Context: an optimization exercise on an open-source flow, tuned for small area. The choices shown serve that exercise and are no tape-out recipe.
The RTL was checked by simulation tests, not by an equivalence proof against the original design.
Power and IR drop assume default switching activity.

File: flow/run.sh
#!/bin/bash
set -o pipefail
cp standard.sh standard_sh.txt
export BUFFER_PORTS_ARGS="-buffer_cell sky130_fd_sc_hd__buf_1"
export CTS_ARGS="-sink_clustering_enable -repair_clock_nets -dont_use_dummy_load -buf_list {sky130_fd_sc_hd__clkbuf_8} -sink_clustering_size 12 -sink_clustering_max_diameter 100"
bash standard.sh finish > standard.log 2>&1
File: standard.sh
#!/bin/bash
# synth_recipe.tcl (not shown) runs the flow's synth.tcl, then flattens the netlist and writes it again
# the make line also repeats each setting of config.mk as NAME=value (left out here)
make -C /OpenROAD-flow-scripts/flow DESIGN_CONFIG=/design/flow/config.mk WORK_HOME=/design/flow/orfs CLKGATE_MAP_FILE= SYNTH_SCRIPT=/design/flow/synth_recipe.tcl "${@:-finish}"
File: config.mk
export PLATFORM = sky130hd
export DESIGN_NAME = RISC
export DESIGN_NICKNAME = RISC
export VERILOG_FILES = /design/flow/design.v
export SDC_FILE = /design/flow/constraint.sdc
export NUM_CORES = 4
export LEC_CHECK = 0
export CAP_MARGIN = 0
export CORE_MARGIN = 2
export CORE_UTILIZATION = 50
export PLACE_DENSITY = 0.65
export SLEW_MARGIN = 0
export SYNTH_HIERARCHICAL = 1
File: constraint.sdc
create_clock -name core_clock -period 7.5 [get_ports {clk}]
set_input_delay 1.5000 -clock core_clock [delete_from_list [all_inputs] [get_ports {clk}]]
set_output_delay 1.5000 -clock core_clock [all_outputs]
set_load 0.01 [all_outputs]
File: design.v
`timescale 1ns / 1ps
module G_MUX2I(input s, input a, input b, output y);    
	assign y = ~(s ? b : a);
endmodule
module G_NOR2(input a, input b, output y);
	assign y = ~(a | b);
endmodule
module G_NAND2(input a, input b, output y);
	assign y = ~(a & b);
endmodule
module G_AND2(input a, input b, output y);
	assign y = a & b;
endmodule
module G_NAND3(input a, input b, input c, output y);
	assign y = ~(a & b & c);
endmodule
module G_XNOR2(input a, input b, output y);
	assign y = ~(a ^ b);
endmodule
module G_XOR2(input a, input b, output y);
	assign y = a ^ b;
endmodule
module G_HA(input a, input b, output s, output c);
	assign s = a ^ b;
	assign c = a & b;
endmodule
module G_AOI22(input a0, input b0, input a1, input b1, output y);
	assign y = ~((a0 & b0) | (a1 & b1));
endmodule
module G_AOI222(input a0, input b0, input a1, input b1, input a2, input b2, output y);
	assign y = ~((a0 & b0) | (a1 & b1) | (a2 & b2));
endmodule
module G_AO22(input a0, input b0, input a1, input b1, output y);
	assign y = (a0 & b0) | (a1 & b1);
endmodule
module G_AO21(input a0, input a1, input b, output y);
	assign y = (a0 & a1) | b;
endmodule
`timescale 1ns / 1ps
module Adder(
	input  [30:0] g,
	input  [30:0] p,
	input         cin,
	output [31:0] c
	);
	reg [30:0] G, P;
	integer i, d;
	always @(*) begin
		G = g; P = p;
		G[0] = g[0] | (p[0] & cin);
		for (d = 1; d < 31; d = d * 2)
			for (i = 2*d-1; i < 31; i = i + 2*d) begin
				G[i] = G[i] | (P[i] & G[i-d]);
				P[i] = P[i] & P[i-d];
			end
		for (d = 8; d >= 1; d = d / 2)
			for (i = 3*d-1; i < 31; i = i + 2*d) begin
				G[i] = G[i] | (P[i] & G[i-d]);
				P[i] = P[i] & P[i-d];
			end
	end
	assign c = {G, cin};
endmodule
`timescale 1ns / 1ps
module BarrelShifter32(
	input  [4:0]  SH,
	input         rev,
	input  [31:0] A,
	output [31:0] Out
	);
	wire [31:0] n0, l0, n1, l2, n3;
	wire ns1, ns3;
	assign ns1 = ~SH[1];
	assign ns3 = ~SH[3];
	genvar i;
	generate
		for (i = 0; i < 32; i = i + 1) begin : lv
			G_MUX2I ui(rev, A[i], A[31-i], n0[i]);
			if (i + 1 < 32) begin : a
				G_MUX2I m(SH[0], n0[i], n0[i+1], l0[i]);
			end else begin : b
				G_NOR2 m(SH[0], n0[i], l0[i]);
			end
			if (i + 2 < 32) begin : c
				G_MUX2I m(SH[1], l0[i], l0[i+2], n1[i]);
			end else begin : d
				G_NAND2 m(ns1, l0[i], n1[i]);
			end
			if (i + 4 < 32) begin : e
				G_MUX2I m(SH[2], n1[i], n1[i+4], l2[i]);
			end else begin : f
				G_NOR2 m(SH[2], n1[i], l2[i]);
			end
			if (i + 8 < 32) begin : g
				G_MUX2I m(SH[3], l2[i], l2[i+8], n3[i]);
			end else begin : h
				G_NAND2 m(ns3, l2[i], n3[i]);
			end
			if (i + 16 < 32) begin : k
				G_MUX2I m(SH[4], n3[i], n3[i+16], Out[i]);
			end else begin : l
				G_NOR2 m(SH[4], n3[i], Out[i]);
			end
		end
	endgenerate
endmodule
`timescale 1ns / 1ps
module FunctionUnit(
	input  [31:0] A,
	input  [31:0] B,
	input  [31:0] Kx,         
	input  [31:0] MemIn,
	input  [4:0]  SH,
	input  useb, mb, inv,
	input  sels, selp, selg, selld, selshr, selshl, selslt,
	output [31:0] Out,
	output        lt
	);
	wire [31:0] bop, bx, p, g, s, sr, ra, rb;
	wire [31:0] c;
	wire kh = mb & Kx[31];    
	genvar i;
	generate
		for (i = 0; i < 32; i = i + 1) begin : b
			if (i < 15) begin : lo
				G_AO22  ub(useb, B[i], mb, Kx[i], bop[i]);
			end else begin : hi
				G_AO21  ub(useb, B[i], kh, bop[i]);
			end
			G_XOR2  ux(bop[i], inv, bx[i]);
			G_HA    uh(A[i], bx[i], p[i], g[i]);
			G_XOR2  us(p[i], c[i], s[i]);
			G_AOI222 ua(sels, s[i], selg, g[i], selld, MemIn[i], ra[i]);
			G_AOI222 ub2(selp, p[i], selshr, sr[i], selshl, sr[31-i], rb[i]);
			if (i == 0) begin : z
				wire rc;
				G_NAND2 uc2(selslt, lt, rc);
				G_NAND3 uo(ra[i], rb[i], rc, Out[i]);
			end else begin : nz
				G_NAND2 uo(ra[i], rb[i], Out[i]);
			end
		end
	endgenerate
	Adder cn(g[30:0], p[30:0], inv, c);
	assign lt = (A[31] ^ B[31]) ? A[31] : s[31];
	BarrelShifter32 sh(SH, selshl, A, sr);
endmodule
`timescale 1ns / 1ps
module RF_AOI222(input a0, input b0, input a1, input b1, input a2, input b2, output y);
	assign y = ~((a0 & b0) | (a1 & b1) | (a2 & b2));
endmodule
module RF_NAND2(input a, input b, output y);
	assign y = ~(a & b);
endmodule
module RF_Nand12(input [11:0] x, output y);
	assign y = ~&x;
endmodule
module RF_ReadBit(input [31:0] q, input [31:0] sel, output y);
	wire [11:0] t;
	genvar i;
	generate for (i = 0; i < 10; i = i + 1) begin : g
		RF_AOI222 u(q[3*i], sel[3*i], q[3*i+1], sel[3*i+1], q[3*i+2], sel[3*i+2], t[i]);
	end endgenerate
	RF_NAND2 u10(q[30], sel[30], t[10]);
	RF_NAND2 u11(q[31], sel[31], t[11]);
	RF_Nand12 n(t, y);
endmodule
module RegisterFile_32Bit(
	input         clk,
	input         rst,
	input         Write,
	input  [4:0]  AddrA,
	input  [4:0]  AddrB,
	input  [4:0]  DestAddr,
	input  [31:0] DestData,
	output [31:0] DataA,
	output [31:0] DataB
	);
	wire [31:0] wsel = 32'd1 << DestAddr;
	wire [31:0] asel = 32'd1 << AddrA;
	wire [31:0] bsel = 32'd1 << AddrB;
	genvar g, j;
	generate
		for (g = 0; g < 32; g = g + 1) begin : r
			wire wen = rst | (Write & wsel[g]);
			reg [31:0] q;
			always @(posedge clk)
				if (wen) q <= DestData;
		end
		for (j = 0; j < 32; j = j + 1) begin : c
			wire [31:0] col;
			for (g = 0; g < 32; g = g + 1) begin : e
				assign col[g] = r[g].q[j];
			end
			RF_ReadBit ra(col, asel, DataA[j]);
			RF_ReadBit rb(col, bsel, DataB[j]);
		end
	endgenerate
endmodule
`timescale 1ns / 1ps
module RISC(
	input clk,
	input rst,
	output [31:0] imem_addr,
	input  [31:0] imem_rdata,
	output        dmem_we,
	output [31:0] dmem_addr,
	output [31:0] dmem_wdata,
	input  [31:0] dmem_rdata
	);
	localparam [6:0] OP_ADD = 7'b0000010, OP_SUB = 7'b0000101, OP_SLT = 7'b1100101,
	                 OP_AND = 7'b0010000, OP_OR  = 7'b0001010, OP_XOR = 7'b0001100,
	                 OP_ST  = 7'b0000001, OP_LD  = 7'b0100001, OP_ADI = 7'b0100010,
	                 OP_SBI = 7'b0100101, OP_NOT = 7'b0101110, OP_ANI = 7'b0101000,
	                 OP_ORI = 7'b0101010, OP_XRI = 7'b0101100, OP_AIU = 7'b1100010,
	                 OP_SIU = 7'b1000101, OP_MOV = 7'b1000000, OP_LSL = 7'b0110000,
	                 OP_LSR = 7'b0110001, OP_JMR = 7'b1100001, OP_BZ  = 7'b0100000,
	                 OP_BNZ = 7'b1100000, OP_JMP = 7'b0000111;
	reg  [31:0] PC_IF;
	wire [31:0] PC_inc;
	wire [31:0] inc_c;
	assign PC_inc[0] = ~PC_IF[0];
	assign inc_c[1]  = PC_IF[0];
	genvar gi;
	generate for (gi = 1; gi < 31; gi = gi + 1) begin : inc
		G_HA h(PC_IF[gi], inc_c[gi], PC_inc[gi], inc_c[gi+1]);
	end endgenerate
	assign PC_inc[31] = PC_IF[31] ^ inc_c[31];
	wire [6:0]  op_IF = imem_rdata[31:25];
	wire        br_IF = (op_IF == OP_BZ) | (op_IF == OP_BNZ) | (op_IF == OP_JMP);
	assign imem_addr = PC_IF;
	wire [8:0] lo_c;
	wire [7:0] lo;
	assign lo_c[0] = 1'b0;
	generate for (gi = 0; gi < 8; gi = gi + 1) begin : tlo
		assign lo[gi] = PC_inc[gi] ^ imem_rdata[gi] ^ lo_c[gi];
		assign lo_c[gi+1] = (PC_inc[gi] & imem_rdata[gi]) | (lo_c[gi] & (PC_inc[gi] ^ imem_rdata[gi]));
	end endgenerate
	wire [39:0] X_IF;
	assign X_IF[39:20] = PC_inc[31:12];
	assign X_IF[19:15] = br_IF ? {PC_inc[11:8], lo_c[8]} : imem_rdata[24:20];
	assign X_IF[14:8]  = imem_rdata[14:8];
	assign X_IF[7:0]   = br_IF ? lo : imem_rdata[7:0];
	reg [6:0]  op_DOF, op_EX;
	reg [4:0]  SA_DOF, SA_EX;
	reg [39:0] X_DOF;
	reg [31:0] X_EX;
	wire br_DOF = (op_DOF == OP_BZ) | (op_DOF == OP_BNZ) | (op_DOF == OP_JMP);
	wire [7:0] hi_c;
	wire [6:0] hi;
	assign hi_c[0] = X_DOF[15];
	generate for (gi = 0; gi < 7; gi = gi + 1) begin : thi
		assign hi[gi] = X_DOF[16+gi] ^ X_DOF[8+gi] ^ hi_c[gi];
		assign hi_c[gi+1] = (X_DOF[16+gi] & X_DOF[8+gi]) | (hi_c[gi] & (X_DOF[16+gi] ^ X_DOF[8+gi]));
	end endgenerate
	wire [16:0] pcu = X_DOF[39:23];
	wire        ks  = X_DOF[14];
	wire [16:0] e, run, up;
	assign run[0] = hi_c[7] ^ ks;
	generate for (gi = 0; gi < 17; gi = gi + 1) begin : tup
		G_XOR2 ue(pcu[gi], ks, e[gi]);
		if (gi < 16) begin : a
			G_AND2 ua(run[gi], e[gi], run[gi+1]);
		end
		G_XOR2 uu(pcu[gi], run[gi], up[gi]);
	end endgenerate
	wire [31:0] T_DOF = {up, hi, X_DOF[7:0]};
	wire [31:0] X_DOF_EX = br_DOF ? T_DOF : {T_DOF[31:20], X_DOF[19:0]};
	wire [4:0]  SA = SA_EX;
	wire [4:0]  DA = X_EX[19:15];
	wire [4:0]  SB = X_EX[14:10];
	wire [14:0] K  = X_EX[14:0];
	wire [4:0]  SH = X_EX[4:0];
	reg rw, useb, mb, cs, inv, sels, selp, selg, selld, selshr, selshl, selslt;
	reg isbz, isbnz, isjmp, isjmr, mw;
	always @(*) begin
		rw = 1'b0; useb = 1'b0; mb = 1'b0; cs = 1'b0; inv = 1'b0;
		sels = 1'b0; selp = 1'b0; selg = 1'b0; selld = 1'b0; selshr = 1'b0; selshl = 1'b0; selslt = 1'b0;
		isbz = 1'b0; isbnz = 1'b0; isjmp = 1'b0; isjmr = 1'b0; mw = 1'b0;
		case (op_EX)
			OP_ADD: begin rw = 1; useb = 1; sels = 1; end
			OP_SUB: begin rw = 1; useb = 1; inv = 1; sels = 1; end
			OP_SLT: begin rw = 1; useb = 1; inv = 1; selslt = 1; end
			OP_AND: begin rw = 1; useb = 1; selg = 1; end
			OP_OR:  begin rw = 1; useb = 1; selp = 1; selg = 1; end
			OP_XOR: begin rw = 1; useb = 1; selp = 1; end
			OP_ST:  begin mw = 1; end
			OP_LD:  begin rw = 1; selld = 1; end
			OP_ADI: begin rw = 1; mb = 1; cs = 1; sels = 1; end
			OP_SBI: begin rw = 1; mb = 1; cs = 1; inv = 1; sels = 1; end
			OP_NOT: begin rw = 1; inv = 1; selp = 1; end
			OP_ANI: begin rw = 1; mb = 1; selg = 1; end
			OP_ORI: begin rw = 1; mb = 1; selp = 1; selg = 1; end
			OP_XRI: begin rw = 1; mb = 1; selp = 1; end
			OP_AIU: begin rw = 1; mb = 1; sels = 1; end
			OP_SIU: begin rw = 1; mb = 1; inv = 1; sels = 1; end
			OP_MOV: begin rw = 1; selp = 1; end
			OP_LSL: begin rw = 1; selshl = 1; end
			OP_LSR: begin rw = 1; selshr = 1; end
			OP_JMR: begin isjmr = 1; end
			OP_BZ:  begin isbz = 1; end
			OP_BNZ: begin isbnz = 1; end
			OP_JMP: begin isjmp = 1; end
			default: ;
		endcase
	end
	wire [31:0] A, B;
	wire [31:0] result;
	wire lt;
	RegisterFile_32Bit RegFile(clk, rst, rw, SA, SB, DA, result, A, B);
	wire [31:0] Kx = {{17{cs & K[14]}}, K};
	FunctionUnit fu(A, B, Kx, dmem_rdata, SH, useb, mb, inv,
	                sels & ~rst, selp & ~rst, selg & ~rst, selld & ~rst, selshr & ~rst, selshl & ~rst, selslt & ~rst,
	                result, lt);
	wire Z = (A == 32'd0);
	wire taken = isjmp | (isbz & Z) | (isbnz & ~Z);
	wire s_jmr = isjmr & ~rst;
	wire s_tk  = taken & ~rst;
	wire s_seq = ~(isjmr | taken) & ~rst;
	wire [31:0] npc_n, PC_next;
	genvar gp;
	generate for (gp = 0; gp < 32; gp = gp + 1) begin : npc
		G_AOI222 m(s_jmr, A[gp], s_tk, X_EX[gp], s_seq, PC_inc[gp], npc_n[gp]);
		assign PC_next[gp] = ~npc_n[gp];
	end endgenerate
	assign dmem_we    = mw;
	assign dmem_addr  = A;
	assign dmem_wdata = B;
	always @(posedge clk) begin
		PC_IF <= PC_next;
		if (rst) begin
			op_DOF[4] <= 1'b1; op_DOF[1] <= 1'b1;
			op_EX[4]  <= 1'b1; op_EX[1]  <= 1'b1;
		end else begin
			op_DOF[4] <= op_IF[4];  op_DOF[1] <= op_IF[1];
			op_EX[4]  <= op_DOF[4]; op_EX[1]  <= op_DOF[1];
		end
		{op_DOF[6:5], op_DOF[3:2], op_DOF[0]} <= {op_IF[6:5], op_IF[3:2], op_IF[0]};
		{op_EX[6:5],  op_EX[3:2],  op_EX[0]}  <= {op_DOF[6:5], op_DOF[3:2], op_DOF[0]};
		SA_DOF <= imem_rdata[19:15];
		SA_EX  <= SA_DOF;
		X_DOF  <= X_IF;
		X_EX   <= X_DOF_EX;
	end
endmodule
==> notes.md <==
[synthesized netlist by cell type, types with 12 or more instances]
cell / n
fa_1: 14
mux2i_1: 166
a21o_1: 43
and2_1: 19
dfxtp_1: 128
or3_1: 68
nand2_1: 190
a222oi_1: 736
xor2_1: 99
ha_1: 63
a22o_1: 15
clkbuf_1: 15
nand3_1: 12
mux2_1: 20
edfxtp_1: 1024
a21oi_1: 16
o21bai_1: 18
o21ai_0: 16
inv_1: 62
nor2_1: 99
nand4_1: 199
[through the flow]
| stage | total power [mW] | util [%] | hold WS, ns |
|---|---|---|---|
| after global placement | 8.74 | 54.2 | 0.315 |
| final | 12.0 | 55.7 | 0.326 |
| after floorplan | 8.06 | - | 0.310 |
| after CTS | 11.9 | 55.6 | 0.329 |
| after detailed placement | 8.77 | 54.2 | 0.313 |
| after global routing | 12.3 | 55.7 | 0.340 |
[cells by family (layout without fill, tap and decap cells)]
group / Yosys count / count (layout) / share of synthesized area (%)
muxes: 186 / 186 / 3.82
buffers and inverters: 86 / 486 / 0.688
AOI/OAI and AO/OA: 881 / 881 / 17.1
xor gates and xnor gates: 100 / 100 / 1.77
adders and majority gates: 78 / 78 / 2.18
other: 0 / 5 / 0
and+or+nand+nor: 660 / 660 / 7.10
DFF: 1152 / 1152 / 67.4
[critical path, stage by stage, from the launching register on]
cell	delay (ns)
dfxtp_1	0.74
or3b_4	0.51
nor2_2	0.81
buf_4	0.40
a222oi_1	0.11
nand4_1	0.35
or3_1	0.24
a22o_1	0.17
xor2_1	0.18
ha_1	0.33
a21oi_1	0.26
o21ai_2	0.11
a21oi_2	0.31
o21ai_0	0.22
a21o_1	0.26
a31o_2	0.26
xor2_1	0.15
a222oi_1	0.35
nand2_1	0.73
[routing by layer]
metal	vias to the layer above	share of wire, %	global-route usage, %
met5	-	0.054	0
li1	15200	-	-
met3	691	16	12.7
met1	18900	34	50.5
met4	16	7.5	24.6
met2	3788	42	56.6
[sequential cells by signal, summed over array words and instances, names as in the netlist]
register	count
op_EX	7
SA_EX	5
RegFile.r.q	1024
X_EX	32
PC_IF	32
X_DOF	40
SA_DOF	5
op_DOF	7
[modules after synthesis (local to each module, per instance), a selection]
module / copies in the design / cell area, um2 / flops+latches / cells
RISC: 1 / 3940 / 128 / 318
Adder: 1 / 608 / 0 / 98
G_AOI222: 96 / 10.0 / 0 / 1
G_AO22: 15 / 8.76 / 0 / 1
BarrelShifter32: 1 / 7.51 / 0 / 2
G_AO21: 17 / 7.51 / 0 / 1
G_NAND3: 1 / 5.00 / 0 / 1
G_NOR2: 21 / 3.75 / 0 / 1
[power by group]
| group | leakage, nW | total [mW] | switching [mW] | internal, mW |
|---|---|---|---|---|
| clock network | 0.762 | 3.27 | 2.02 | 1.25 |
| registers | 11.6 | 7.36 | 0.157 | 7.20 |
| logic | 7.64 | 1.34 | 1.03 | 0.315 |
| total | 20.0 | 12.0 | 3.21 | 8.77 |
[layout by cell type (no fill, tap or decap), types with 8 or more instances in the layout]
cell,netlist,final
mux2i_1,166,166
o21bai_4,0,16
a21oi_1,16,14
o21ai_0,16,15
clkbuf_8,0,106
inv_1,62,62
buf_4,3,154
nor2_1,99,32
xor2_1,99,99
nor4_1,9,9
or3_1,68,68
a21o_2,2,11
dfxtp_1,128,125
nor2_2,0,66
fa_1,14,14
or2_2,8,8
mux2_1,20,20
buf_1,0,161
nand4_1,199,199
nand2_1,190,190
nand3b_1,8,8
and2_1,19,19
ha_1,63,63
a222oi_1,736,736
edfxtp_1,1024,1024
a21o_1,43,34
nand3_1,12,12
a22o_1,15,15
[layout make-up]
type,instances,area (um2),share of cell area (%)
Inverter,63,236,0.433
Multi-Input combinational cell,1905,16200,29.7
Timing Repair Buffer,317,1790,3.27
Antenna cell,5,12.5,0.0229
Clock buffer,106,1460,2.67
Sequential cell,1152,33300,61.0
Tap cell,1287,1610,2.95
[worst max path at each step]
stage | start | slack (ns) | cells after the start | to
after floorplan | op_EX[3]$_DFF_P_ | 0.20 | 15 | RegFile.r[0].q[0]$_DFFE_PP_
after global routing | X_EX[14]$_DFF_P_ | 0.13 | 18 | RegFile.r[3].q[11]$_DFFE_PP_
final | X_EX[14]$_DFF_P_ | 0.43 | 18 | RegFile.r[20].q[11]$_DFFE_PP_
after CTS | X_EX[12]$_DFF_P_ | 0.65 | 17 | RegFile.r[20].q[17]$_DFFE_PP_
after global placement | PC_IF[1]$_DFF_P_ | 0.79 | 33 | PC_IF[31]$_DFF_P_
after detailed placement | X_EX[12]$_DFF_P_ | 0.68 | 17 | RegFile.r[7].q[17]$_DFFE_PP_
==> summary.txt <==
Logic synthesis
  • Synth warnings: 9
  • Share of the synthesized area in the top cell type: a little over 60%
  • Cells after Synth: approximately 3,100
  • Ys flop type: edfxtp_1
  • Post-synth EDFFs: 1,024
  • Synthesized flop and latch total: 1,152
  • Async set-reset flop share out of synthesis: 0%
  • Syn_nets: about 3,300
  • Synth area leaders: edfxtp_1, a222oi_1, dfxtp_1, mux2i_1, nand4_1
  • Mapped cell area: around 49,000 um2
  • Syn avg cell area: 15.7 um2
  • Sequential-to-total area share from yosys stat: 67.4%
  • Synth area leader: edfxtp_1
  • Netlist cell types: 70

STA
  • Hold Vio Cnt, Final: 0
  • RSZ-0062 raised after global routing: false
  • Worst setup margin: 0.434 ns
  • Relative slew slack: 7.26%
  • Final Critical Period: about 7.1 ns
  • Clock skew: 0.120 ns
  • Worst-Margin Slew: 1.39 ns
  • Fmax: 142 MHz
  • Final setup violation count: 0
  • Period utilisation layout: 94.2%
  • Setup TNS: 0 ns
  • Max Slew Vio Count: 0

Setup path
  • Critical Path Start Type: flop
  • R2r setup slk: between 0.4 and 0.5 ns
  • Biggest fanout along the worst timing path: 32
  • Worst EP required: 7.77 ns
  • Reg2Reg Depth: 18
  • Reg-to-Reg End: RegFile.r[20].q[11]$_DFFE_PP_
  • Crit Path Class: reg2reg
  • R2r startpoint: X_EX[14]$_DFF_P_
  • Worst EP arrival: approximately 7.3 ns
  • Critical path capture point type: flop

Clock tree
  • Clock Latency Late Sink: 0.86 ns
  • Post-CTS Setup Inserts: 0
  • Clock Path Buffers: 3
  • CTS Buf Count: 106
  • Resize count post-CTS: 0
  • Hold_buf cts: 0
  • Clock-pin slew on the worst setup and hold paths: 0.09 ns
  • Clk sink count: 1,152
  • Root Driver: clkbuf_8
  • CTS tree: yes
  • Clock H-tree levels: 3

Global route
  • Initial antenna violation count: 19
  • Overall routing resource usage: 39.0%
  • Vias in the first global route: 37,300
  • First-pass GRT wire length: 280,000 um
  • Grt ovf: 0
  • Largest net degree at the start of global routing: 44

Hold path
  • Hold Path Class: reg2reg
  • Worst hold start: X_DOF[5]$_DFF_P_
  • Worst hold endpoint: X_EX[5]$_DFF_P_
  • Hold path cells: 0

Detailed routing
  • Post-DRT Antenna Nets: 0
  • Drt first pass iters: 13
  • DRC viols: 0
  • Detailed Route WL: 203,000 um
  • Vias/cell: approximately 8.0
  • DR WL/cell: about 42 um
  • Drt initial violations: approximately 11,000
  • Via count: 38,600

Place
  • Area of placed instances: 53,100 um2
  • Detailed Place HPWL: between 100,000 and 150,000 um
  • # port buffers: 162
  • Placed cells: 4,724
  • Place WS: 0.682 ns
  • RePlAce Congestion: slightly above 1

Floorplanning
  • Top Ports: 163
  • Initial core utilization: 50.4%
  • Die Wd: between 300 and 400 um
  • Core area: 98,100 um2
  • Die area: 101,000 um2
  • Rows: roughly 120
  • Die H: 318 um

Layout
  • Final-stage net count: 3,688
  • Fin area: 54,600 um2
  • Area Growth Syn to Fin: 10.5%
  • Post-Layout Cell Count: approximately 4,800
  • Share of cells above drive strength 1: 11.1%
  • Fill count: 7,762

Power and ir drop
  • P per Cell Area: 219 nW/um2
  • Leakage Power: between 20 and 25 nW
  • VDD IR max: 149 uV

Outcome
  • Status: timing/DRC/antenna clean

Flow run
  • Max-Cap Viols: 0

## static timing again, ports no longer ideal
No port has a modelled driver above. Below, the same layout with a new extraction and two added sets of constraints. Step 1 sets driving cells, clkbuf_16 on the clock port and buf_2 on the other inputs (assumed; they add their load-dependent delay and slew). Step 2 also shifts input and output timing later by t, the mid clock arrival at the registers, as if the neighbouring blocks saw the same clock. Three values: ideal, step 1, step 2; two values: the first two.
t (ns): 0.886
setup WS [ns]: 0.434 / 0.434 / 0.434
worst data-port slew with drivers (ns): 0.13
After both steps this run still meets setup and hold. For this run, drivers alone change the setup slack by 0.000 ns; drivers and shift together by 0.000 ns.
